This design comes from an exercise in tuning for small area and a short achievable clock period on the open sky130 flow, not from production work.
Function was not checked in any run shown here: the RTL went through the layout flow alone.
No activity file was given, so power comes from the tool's default toggle rates.

==> flow/design.v, too long to show whole: its modules and the start of the top module <==
// module multiplier: 1756 lines
// module mul_fa: 4 lines
// module mul_ha: 4 lines
module multiplier #(parameter N = 32) (
    input logic CLK, EN_mult, EN_blockRead, rst_n,
    input logic [15:0] mult_input0,
    input logic [15:0] mult_input1,
    input logic [N - 1:0] readMem_val,
    output logic RDY_mult, EN_readMem, EN_writeMem, VALID_memVal,
    output logic [N - 1:0] writeMem_val, memVal_data,
    output logic [5:0] writeMem_addr, readMem_addr
    );
  // ...
==> flow/run.sh <==
#!/bin/bash
# synth_recipe.tcl (not shown) runs the flow's synth.tcl, then flattens the netlist and writes it again
# the make line also repeats each setting of config.mk as NAME=value (left out here)
make -C /OpenROAD-flow-scripts/flow DESIGN_CONFIG=/design/flow/config.mk WORK_HOME=/design/flow/orfs CLKGATE_MAP_FILE= SYNTH_SCRIPT=/design/flow/synth_recipe.tcl finish
==> flow/config.mk <==
export PLATFORM = sky130hd
export DESIGN_NAME = multiplier
export DESIGN_NICKNAME = multiplier
export VERILOG_FILES = /design/flow/design.v
export SDC_FILE = /design/flow/constraint.sdc
export NUM_CORES = 4
export LEC_CHECK = 0
export CAP_MARGIN = 20
export CORE_MARGIN = 2
export CORE_UTILIZATION = 40
export SETUP_SLACK_MARGIN = 1.5
export SLEW_MARGIN = 20
export SYNTH_HIERARCHICAL = 1
export SYNTH_MINIMUM_KEEP_SIZE = 0
==> flow/constraint.sdc <==
create_clock -name core_clock -period 3.6 [get_ports {CLK}]
set_input_delay 0.7200 -clock core_clock [delete_from_list [all_inputs] [get_ports {CLK}]]
set_output_delay 0.7200 -clock core_clock [all_outputs]
set_load 0.01 [all_outputs]
==> key figures, run 1 <==
Status
  • Status: timing/DRC/antenna clean

Detailed routing
  • Met2 layer wire length in the routed design: 14800 µm
  • Routed WL: 32500 µm
  • Count of vias placed by the detailed router: 8310
  • Average via count per standard cell: 4.77

Logic synthesis
  • Post-synth EDFFs: 0
  • Dominant combinational cell family by area after synthesis: adder cells
  • Number of synthesis warnings: 7
  • Synth Flop Type: sky130_fd_sc_hd__dfxtp_1
  • Adder-cell share of the synthesized area: 0.309

Placed design
  • Area post-placement: 15600 µm²
  • Buffers added on ports: 83

Power
  • NetSw: 4.60 mW
  • Leading power group: combinational cells
  • Reported leakage power: 7.43 nW
  • Sequential power: 4.63 mW
  • Power Total: 13.4 mW
  • Comb pwr share: 0.382
  • VDD IR-drop max: 408 µV
  • Power Combinational: 5.13 mW

Critical path
  • Endpoint of the lowest-slack register-to-register path: s2_927
  • Worst setup path start: s1_836
  • Setup slack on the worst flop-to-flop path: 1.48 ns
  • Logic depth of the worst setup path including buffers: 8
  • Kind of start point of the critical path: register
  • Buffer and inverter count on the worst path: 0
  • Gate family responsible for the most delay along the worst path: compound AO/OA/AOI/OAI gates

Final layout
  • Fill cell count: 3253
  • Multi-input combinational gate total: 767
  • Clock network share of area: 0.0704
  • Top flop regs: ra x6, wa x6, pipe_en x4
  • Buffering overhead: 0.0701
  • Share of cells above drive strength 1: 0.170

Global routing
  • Global-route met1 utilization: 0.239
  • Met3 track demand over resource: 0.0302

Clock tree
  • Number of buffers inserted during clock tree synthesis: 35
  • Count of instances resized after the clock tree is built: 179
  • CTS max path bufs: 3
  • CTS root buffer: sky130_fd_sc_hd__clkbuf_16

STA
  • Slew of the pin with the lowest slew margin: 0.762 ns
  • Final worst hold slack: 0.324 ns
  • Setup TNS after final layout: 0 ns

Floorplanning
  • Area inside the core boundary: 36300 µm²

Min path
  • Min-delay src: s2_922
==> run 2: changes to the inputs <==
--- a/flow/config.mk
+++ b/flow/config.mk
@@ -10,3 +10,3 @@
 export CORE_UTILIZATION = 40
-export SETUP_SLACK_MARGIN = 1.5
+export SETUP_SLACK_MARGIN = 1.0
 export SLEW_MARGIN = 20
==> key figures, run 2 <==
STA
  • Crit share post-route: 0.714 (was 0.589)
  • Post-layout minimum cycle time: 2.57 ns (was 2.12 ns)
  • Count of final setup violators: 0 (unchanged)
  • Final Hold Fails: 0 (unchanged)
  • Setup TNS after final layout: 0 ns (unchanged)
  • Final Max Tran Viols: 0 (unchanged)
  • Unrepaired setup endpoints after global routing: yes (unchanged)
  • Slew of the pin with the lowest slew margin: 0.783 ns (was 0.762 ns)
  • Peak Freq: 0.389 GHz (was 0.472 GHz)
  • Relative slew margins: 0.476 (was 0.486)
  • Worst clock skew: 0.0139 ns (was 0.00938 ns)

Logic synthesis
  • Synth Flop Type: sky130_fd_sc_hd__dfxtp_1 (unchanged)
  • Sequential-to-total area share from yosys stat: 0.416 (unchanged)
  • Cell type with the largest total area after synthesis: sky130_fd_sc_hd__dfxtp_1 (unchanged)
  • Most common cell in the synthesized netlist: sky130_fd_sc_hd__dfxtp_1 (unchanged)
  • Syn Inst Count: 1194 (unchanged)
  • Post-synthesis register bit count: 304 (unchanged)
  • Area share of the leading cell type in the synthesized netlist: 0.416 (unchanged)
  • Post-synth EDFFs: 0 (unchanged)
  • Post-synth top cells: 304 x sky130_fd_sc_hd__dfxtp_1, 264 x sky130_fd_sc_hd__and2_1, 196 x sky130_fd_sc_hd__fa_1 (unchanged)
  • Fraction of synthesis flops using an asynchronous set or reset pin: 0 (unchanged)
  • Mean area per synthesized cell: 12.2 µm² (unchanged)
  • Cell variety after synth: 55 (unchanged)
  • Netlist area before placement: 14600 µm² (unchanged)
  • Largest cells by area after synthesis: sky130_fd_sc_hd__dfxtp_1 42%, sky130_fd_sc_hd__fa_1 27%, sky130_fd_sc_hd__and2_1 11% (unchanged)
  • Number of synthesis warnings: 7 (unchanged)
  • Post-Synthesis Net Count: 1505 (unchanged)

Critical path
  • Crit Path Max Fanout: 6 (was 5)
  • Logic depth of the worst setup path including buffers: 5 (was 8)
  • Endpoint of the lowest-slack register-to-register path: s2_927 (unchanged)
  • Required time of the critical path: 3.98 ns (was 4.03 ns)
  • Worst setup path class: in2reg (was reg2reg)
  • CP Data Arrival Time: 2.95 ns (was 2.55 ns)
  • Crit path max-delay cell type: sky130_fd_sc_hd__fa_1 (was sky130_fd_sc_hd__fa_2)
  • Worst path max stage delay: 0.56 ns (was 0.37 ns)
  • Kind of start point of the critical path: input port (was register)
  • CP endpoint kind: register (unchanged)
  • Cell repeated most along the worst path: sky130_fd_sc_hd__fa_1
  • Gate family responsible for the most delay along the worst path: adder cells (was compound AO/OA/AOI/OAI gates)
  • Buffer and inverter count on the worst path: 1 (was 0)
  • Cells on worst reg2reg path: 8 (unchanged)
  • Setup slack on the worst flop-to-flop path: 1.26 ns (was 1.48 ns)
  • Capturing element of the worst setup path: s0_557 (was s2_927)
  • Reg-to-reg critical path startpoint: s1_835 (was s1_836)
  • Crit path cell chain: clkdlybuf4s50_1 > and2_1 > fa_1 > fa_1 > fa_1 (was ha_4 > fa_2 > a211oi_2 > o211ai_1 > nand2_2 > a2111oi_4 > o31a_1 > a311oi_2)
  • Worst setup path start: mult_input0[0] (was s1_836)

Detailed routing
  • Count of vias placed by the detailed router: 8276 (was 8310)
  • DRC errors left: 0 (unchanged)
  • Average via count per standard cell: 4.79 (was 4.77)
  • DRT Pass-1 Iters: 4 (was 5)
  • Wirelength per Cell: 18.6 µm (was 18.7 µm)
  • Initial DRC count: 367 (was 397)
  • Routed Antenna Nets: 0 (unchanged)
  • Routed WL: 32000 µm (was 32500 µm)

Clock tree
  • Clock-pin slew reported for the worst setup and hold paths after clock tree synthesis: 0.06 ns (about the same)
  • CTS max path bufs: 3 (unchanged)
  • TritonCTS Sinks: 304 (unchanged)
  • Number of buffers inserted during clock tree synthesis: 34 (was 35)
  • Maximum level of the CTS H-tree: 2 (unchanged)
  • CTS root buffer: sky130_fd_sc_hd__clkbuf_16 (unchanged)
  • Clock latency reported for the late side of the worst-skew pair: 0.50 ns (was 0.52 ns)
  • CTS tree: done (unchanged)

Min path
  • Hold Path Class: reg2reg (unchanged)

Global routing
  • Global route total overflow: 0 (unchanged)
  • Total track usage: 0.174 (was 0.175)
  • Vias in the first global route: 9163 (was 9294)
  • Largest net degree at the start of global routing: 17 (unchanged)
  • Global-route wire length before repair: 51400 µm (was 51600 µm)
  • Number of antenna violations at the first check in global routing: 0 (unchanged)

Floorplanning
  • Top-level port count: 148 (unchanged)
  • Die width: 195 µm (unchanged)
  • Overall die area: 38100 µm² (unchanged)
  • Cell Rows: 70 (unchanged)
  • Vertical die dimension: 195 µm (unchanged)
  • Starting density of the core: 0.402 (unchanged)
  • Area inside the core boundary: 36300 µm² (unchanged)

Final layout
  • Synthesis-to-layout area growth: 14.3% (was 18.2%)
  • Share of cells above drive strength 1: 0.0811 (was 0.170)
  • Number of nets at the end of the flow: 1544 (was 1560)
  • Top flop regs: ra x6, wa x6, pipe_en x4 (unchanged)
  • Post-layout util: 0.460 (was 0.476)
  • Highest-count cells in the layout ignoring fill and taps: 304 x sky130_fd_sc_hd__dfxtp_1, 264 x sky130_fd_sc_hd__and2_1, 196 x sky130_fd_sc_hd__fa_1 (was 300 x sky130_fd_sc_hd__dfxtp_1, 243 x sky130_fd_sc_hd__and2_1, 186 x sky130_fd_sc_hd__fa_1)
  • Fill cell count: 3312 (was 3253)
  • Antenna diode instance count: 0 (unchanged)
  • Most common cell after layout, fill and taps aside: sky130_fd_sc_hd__dfxtp_1 (unchanged)

Power
  • Power Total: 12.9 mW (was 13.4 mW)
  • Total power per unit cell area: 774 nW/µm² (was 777 nW/µm²)
  • Reported leakage power: 7.04 nW (was 7.43 nW)
  • VDD IR-drop max: 283 µV (was 408 µV)

Placed design
  • Buffers added on ports: 83 (unchanged)
  • Global placer's final weighted congestion: 0.888 (was 0.882)
  • HPWL reported at the end of detailed placement: 23700 µm (was 23500 µm)

Status
  • Status: timing/DRC/antenna clean (unchanged)

Flow run
  • MaxCap Viol Count: 0 (unchanged)
[run 2: cell counts after synthesis]
Identical to the previous run, type by type.
[run 2: per-module statistics from Yosys (local to each module, per instance)]
module,flops+latches,copies in the design
mul_fa,0,195
mul_ha,0,15
multiplier,304,1
[run 2: routing by layer]
metal,wire (µm),vias to the layer above,share of wire,global-route usage
met1,15200,4159,0.48,0.240
met5,0,-,0,0
met3,1330,50,0.042,0.0292
met4,584,0,0.018,0.0444
li1,-,3862,-,-
met2,14900,205,0.46,0.287
[run 2: what timing repair did]
action                                  4_1_cts  5_1_grt
hold buffers                                  0        0
setup buffers                                 0        0
endpoints found under the setup margin       10        7
gates resized for setup                       8        2
[run 2: worst reg2reg max path, delay by kind of cell (launching register included)]
kind / cells / cell delay (ns)
AO/OA/AOI/OAI: 5 / 1.12
AND/OR/NAND/NOR: 1 / 0.17
adder cells (fa/ha/maj): 2 / 0.68
flip-flops: 1 / 0.30
[run 2: final cells by class]
| type | instances | area (µm²) | share of cell area |
|---|---|---|---|
| Timing Repair Buffer | 112 | 1040 | 0.0623 |
| Sequential cell | 304 | 6090 | 0.364 |
| Clock buffer | 47 | 971 | 0.0581 |
| Multi-Input combinational cell | 767 | 7820 | 0.468 |
| Inverter | 14 | 52.6 | 0.00314 |
| Tap cell | 468 | 586 | 0.0350 |
| Clock inverter | 14 | 165 | 0.00988 |
[run 2: cell families after synthesis]
logic type,share of synthesized area
AND/OR/NAND/NOR,0.145
flip-flops,0.416
adder cells (fa/ha/maj),0.309
AO/OA/AOI/OAI,0.0608
buffers and inverters,0.0495
XOR/XNOR,0.0186
multiplexers,0.00137
[run 2: through the flow]
| stage | hold WS, ns | cell area, µm² | std cells | setup WS (ns) |
|---|---|---|---|---|
| floorplan | 0.310 | 14600 | 1194 | 1.05 |
| global placement | 0.311 | 15600 | 1665 | 0.396 |
| detailed placement | 0.312 | 15600 | 1665 | 0.373 |
| CTS | 0.319 | 16700 | 1726 | 1.01 |
| global route | 0.331 | 16700 | 1726 | 0.991 |
| finish | 0.323 | 16700 | 1726 | 1.03 |
[run 2: power breakdown]
group | internal (mW) | switching [mW]
logic | 2.14 | 2.71
clock network | 2.11 | 1.35
registers | 4.31 | 0.304
total | 8.56 | 4.37
[run 2: how the worst min path moves through the flow]
stage | start | cells after the start | endpoint | slack [ns]
finish | s2_912 | 0 | s3_944 | 0.32
CTS | s2_899 | 0 | s3_931 | 0.32
global route | s2_910 | 0 | s3_942 | 0.33
global placement | s2_900 | 0 | s3_932 | 0.31
floorplan | s0_477 | 0 | s1_834 | 0.31
detailed placement | s2_901 | 0 | s3_933 | 0.31
==> run 3: changes to the inputs <==
--- a/flow/config.mk
+++ b/flow/config.mk
@@ -10,3 +10,3 @@
 export CORE_UTILIZATION = 40
-export SETUP_SLACK_MARGIN = 1.0
+export SETUP_SLACK_MARGIN = 2.0
 export SLEW_MARGIN = 20
==> key figures, run 3 <==
Floorplanning
  • Area inside the core boundary: 36300 µm² (unchanged)
  • Vertical die dimension: 195 µm (unchanged)
  • Overall die area: 38100 µm² (unchanged)
  • Die width: 195 µm (unchanged)
  • Starting density of the core: 0.402 (unchanged)
  • Top-level port count: 148 (unchanged)
  • Cell Rows: 70 (unchanged)

STA
  • Slew of the pin with the lowest slew margin: 0.726 ns (was 0.783 ns)
  • Worst clock skew: 0.0142 ns (was 0.0139 ns)
  • Crit share post-route: 0.584 (was 0.714)
  • Count of final setup violators: 0 (unchanged)
  • Final Max Tran Viols: 0 (unchanged)
  • Setup TNS after final layout: 0 ns (unchanged)
  • Peak Freq: 0.476 GHz (was 0.389 GHz)
  • Relative slew margins: 0.511 (was 0.476)
  • Unrepaired setup endpoints after global routing: yes (unchanged)
  • Final Hold Fails: 0 (unchanged)
  • Post-layout minimum cycle time: 2.10 ns (was 2.57 ns)
  • Final worst hold slack: 0.320 ns (was 0.323 ns)

Clock tree
  • CTS root buffer: sky130_fd_sc_hd__clkbuf_16 (unchanged)
  • TritonCTS Sinks: 304 (unchanged)
  • CTS tree: done (unchanged)
  • Clock latency reported for the late side of the worst-skew pair: 0.52 ns (was 0.50 ns)
  • Clock-pin slew reported for the worst setup and hold paths after clock tree synthesis: 0.06 ns (about the same)
  • CTS max path bufs: 3 (unchanged)
  • Maximum level of the CTS H-tree: 2 (unchanged)
  • CTS hold repair buffers: 0 (unchanged)
  • Number of buffers inserted during clock tree synthesis: 35 (was 34)

Critical path
  • Required time of the critical path: 4.01 ns (was 3.98 ns)
  • Cells on worst reg2reg path: 8 (unchanged)
  • Capturing element of the worst setup path: s2_927 (was s0_557)
  • Kind of start point of the critical path: register (was input port)
  • Setup slack on the worst flop-to-flop path: 1.50 ns (was 1.26 ns)
  • CP endpoint kind: register (unchanged)
  • Reg-to-reg critical path startpoint: s1_835 (unchanged)
  • CP Data Arrival Time: 2.51 ns (was 2.95 ns)
  • Worst setup path start: s1_835 (was mult_input0[0])
  • Crit Path Max Fanout: 4 (was 6)
  • Endpoint of the lowest-slack register-to-register path: s2_927 (unchanged)
  • Worst setup path class: reg2reg (was in2reg)

Placed design
  • Area post-placement: 16300 µm² (was 15600 µm²)
  • Buffers added on ports: 83 (unchanged)
  • Placed Cells incl. Taps: 1669 (was 1665)
  • HPWL reported at the end of detailed placement: 24600 µm (was 23700 µm)
  • Global placer's final weighted congestion: 0.849 (was 0.888)

Detailed routing
  • Wirelength per Cell: 19.3 µm (was 18.6 µm)
  • DRC errors left: 0 (unchanged)
  • DRT Pass-1 Iters: 4 (unchanged)
  • Initial DRC count: 353 (was 367)
  • Count of vias placed by the detailed router: 8784 (was 8276)
  • Routed WL: 35000 µm (was 32000 µm)
  • Routed Antenna Nets: 0 (unchanged)
  • Average via count per standard cell: 4.85 (was 4.79)

Global routing
  • Met3 track demand over resource: 0.0382 (was 0.0292)
  • Global-route met1 utilization: 0.256 (was 0.240)
  • Busiest layer in global routing: met2 (unchanged)
  • Met2 capacity usage during global routing: 0.291 (was 0.287)
  • Global route total overflow: 0 (unchanged)
  • Total track usage: 0.187 (was 0.174)
  • Number of antenna violations at the first check in global routing: 1 (was 0)
  • Vias in the first global route: 9510 (was 9163)
  • Largest net degree at the start of global routing: 17 (unchanged)
  • Global-route wire length before repair: 54400 µm (was 51400 µm)

Final layout
  • Antenna diode instance count: 0 (unchanged)
  • Final std cells w/o fill: 1811 (was 1726)
  • Synthesis-to-layout area growth: 29.6% (was 14.3%)
  • Cell area after layout: 19000 µm² (was 16700 µm²)
  • Most common cell after layout, fill and taps aside: sky130_fd_sc_hd__dfxtp_1 (unchanged)
  • Top flop regs: ra x6, wa x6, pipe_en x4 (unchanged)
  • Highest-count cells in the layout ignoring fill and taps: 233 x sky130_fd_sc_hd__dfxtp_1, 188 x sky130_fd_sc_hd__and2_1, 131 x sky130_fd_sc_hd__fa_2 (was 304 x sky130_fd_sc_hd__dfxtp_1, 264 x sky130_fd_sc_hd__and2_1, 196 x sky130_fd_sc_hd__fa_1)
  • Fill cell count: 3046 (was 3312)
  • Share of cells above drive strength 1: 0.459 (was 0.0811)
  • Number of nets at the end of the flow: 1629 (was 1544)
  • Post-layout util: 0.521 (was 0.460)

Power
  • Total power per unit cell area: 779 nW/µm² (was 774 nW/µm²)
  • Reported leakage power: 7.76 nW (was 7.04 nW)
  • VDD IR-drop max: 364 µV (was 283 µV)

Logic synthesis
  • Xor-xnor portion of the synthesized cell area: 0.0186 (unchanged)
  • Largest cells by area after synthesis: sky130_fd_sc_hd__dfxtp_1 42%, sky130_fd_sc_hd__fa_1 27%, sky130_fd_sc_hd__and2_1 11% (unchanged)
  • Dominant combinational cell family by area after synthesis: adder cells (unchanged)
  • Post-Synthesis Net Count: 1505 (unchanged)
  • Area fraction in compound gates after synthesis: 0.0608 (unchanged)
  • Most common cell in the synthesized netlist: sky130_fd_sc_hd__dfxtp_1 (unchanged)
  • Adder-cell share of the synthesized area: 0.309 (unchanged)
  • Cell variety after synth: 55 (unchanged)
  • Netlist area before placement: 14600 µm² (unchanged)
  • Post-synth EDFFs: 0 (unchanged)
  • Number of synthesis warnings: 7 (unchanged)
  • Cell type with the largest total area after synthesis: sky130_fd_sc_hd__dfxtp_1 (unchanged)
  • Synth Flop Type: sky130_fd_sc_hd__dfxtp_1 (unchanged)
  • Area share of the leading cell type in the synthesized netlist: 0.416 (unchanged)
  • Multiplexer area fraction after synthesis: 0.00137 (unchanged)
  • Post-synth top cells: 304 x sky130_fd_sc_hd__dfxtp_1, 264 x sky130_fd_sc_hd__and2_1, 196 x sky130_fd_sc_hd__fa_1 (unchanged)
  • Fraction of synthesis flops using an asynchronous set or reset pin: 0 (unchanged)
  • Post-synthesis register bit count: 304 (unchanged)
  • Mean area per synthesized cell: 12.2 µm² (unchanged)
  • Syn Inst Count: 1194 (unchanged)
  • Sequential-to-total area share from yosys stat: 0.416 (unchanged)
  • Post-synthesis simple-gate area fraction: 0.145 (unchanged)

Status
  • Status: timing/DRC/antenna clean (unchanged)

Min path
  • Hold Path Class: reg2reg (unchanged)

Flow run
  • MaxCap Viol Count: 0 (unchanged)
-- run 3: logic make-up (layout without fill, tap and decap cells) --
logic type	Yosys count	after routing
AND/OR/NAND/NOR	362	362
flip-flops	304	304
adder cells (fa/ha/maj)	243	243
AO/OA/AOI/OAI	129	129
buffers and inverters	123	272
XOR/XNOR	31	31
multiplexers	2	2
-- run 3: how the worst min path moves through the flow --
stage / end / slack (ns) / cells after the start / from
after floorplan: s1_837 / 0.31 / 0 / s0_482
after global placement: s3_932 / 0.31 / 0 / s2_900
after detailed placement: s3_935 / 0.31 / 0 / s2_903
after CTS: s3_944 / 0.32 / 0 / s2_912
after global routing: s3_937 / 0.32 / 0 / s2_905
final: s3_937 / 0.32 / 0 / s2_905
-- run 3: cell type report --
class | instances | area [µm²] | share of cell area
multi-input combinational | 767 | 8990 | 0.474
timing repair buffer | 196 | 1920 | 0.102
clock buffer | 51 | 1050 | 0.0553
clock inverter | 11 | 161 | 0.00852
tap | 468 | 586 | 0.0309
inverter | 14 | 52.6 | 0.00277
sequential | 304 | 6190 | 0.326
-- run 3: critical path: stages, from the launching register on --
cell and delay (ns):
sky130_fd_sc_hd__dfxtp_2 0.33, sky130_fd_sc_hd__ha_4 0.16, sky130_fd_sc_hd__fa_2 0.37, sky130_fd_sc_hd__a211oi_4 0.23, sky130_fd_sc_hd__o211ai_1 0.12, sky130_fd_sc_hd__nand2_2 0.18
sky130_fd_sc_hd__a2111oi_4 0.11, sky130_fd_sc_hd__o31a_1 0.26, sky130_fd_sc_hd__a311oi_2 0.22
-- run 3: per-module statistics from Yosys (local to each module, per instance) --
module      copies in the design  area [µm²]  flops+latches  cells
mul_fa                       195        20.0              0      1
mul_ha                        15        12.5              0      1
multiplier                     1       10500            304    984
-- run 3: power breakdown --
group,internal (mW),switching (mW)
logic,3.09,3.21
clock network,2.31,1.38
registers,4.35,0.438
-- run 3: layer usage --
layer / share of wire / wire [µm] / up-vias
li1: - / - / 4038
met1: 0.46 / 15900 / 4409
met2: 0.45 / 15800 / 254
met3: 0.056 / 1970 / 83
met4: 0.036 / 1240 / 0
met5: 0 / 0 / -
-- run 3: what timing repair did --
| item | CTS | global route |
|---|---|---|
| setup buffers | 55 | 21 |
| cloned | 4 | 0 |
| pin swaps | 78 | 66 |
| resized for setup | 605 | 67 |
| endpoints found under the setup margin | 226 | 177 |
-- run 3: per-stage QoR --
stage,total power [mW],setup slack (ns)
after floorplan,8.83,1.09
after CTS,14.5,1.46
after global routing,15.8,1.44
final,14.8,1.50
after detailed placement,10.2,0.358
after global placement,10.1,0.378

-- afterwards: timing with drivers on the ports --
No port has a modelled driver above. Below, the same layouts with a new extraction and two added sets of constraints.
Step 1 sets driving cells, clkbuf_16 on the clock port and buf_2 on the other inputs (assumed; they add their load-dependent delay and slew).
Step 2 adds t to the input delays and takes it off the output delays; t is the mean of the earliest and latest rising clock arrival at the registers after step 1. Input paths then give back, and output paths get back, about the clock's delay inside the block.
a / b / c = ideal ports / drivers / drivers and shift; a / b = the first two.
run	t, ns	setup slack, ns	clock arrival spread, ns
run 1	0.564	1.480 / 1.480 / 0.950	0.013 / 0.013
run 2	0.548	1.030 / 1.050 / 0.502	0.018 / 0.018
run 3	0.566	1.498 / 1.498 / 0.954	0.017 / 0.017
After both steps every run listed still meets setup and hold. For run 3, which loses most, drivers alone change the setup slack by 0.000 ns; drivers and shift together by -0.544 ns.
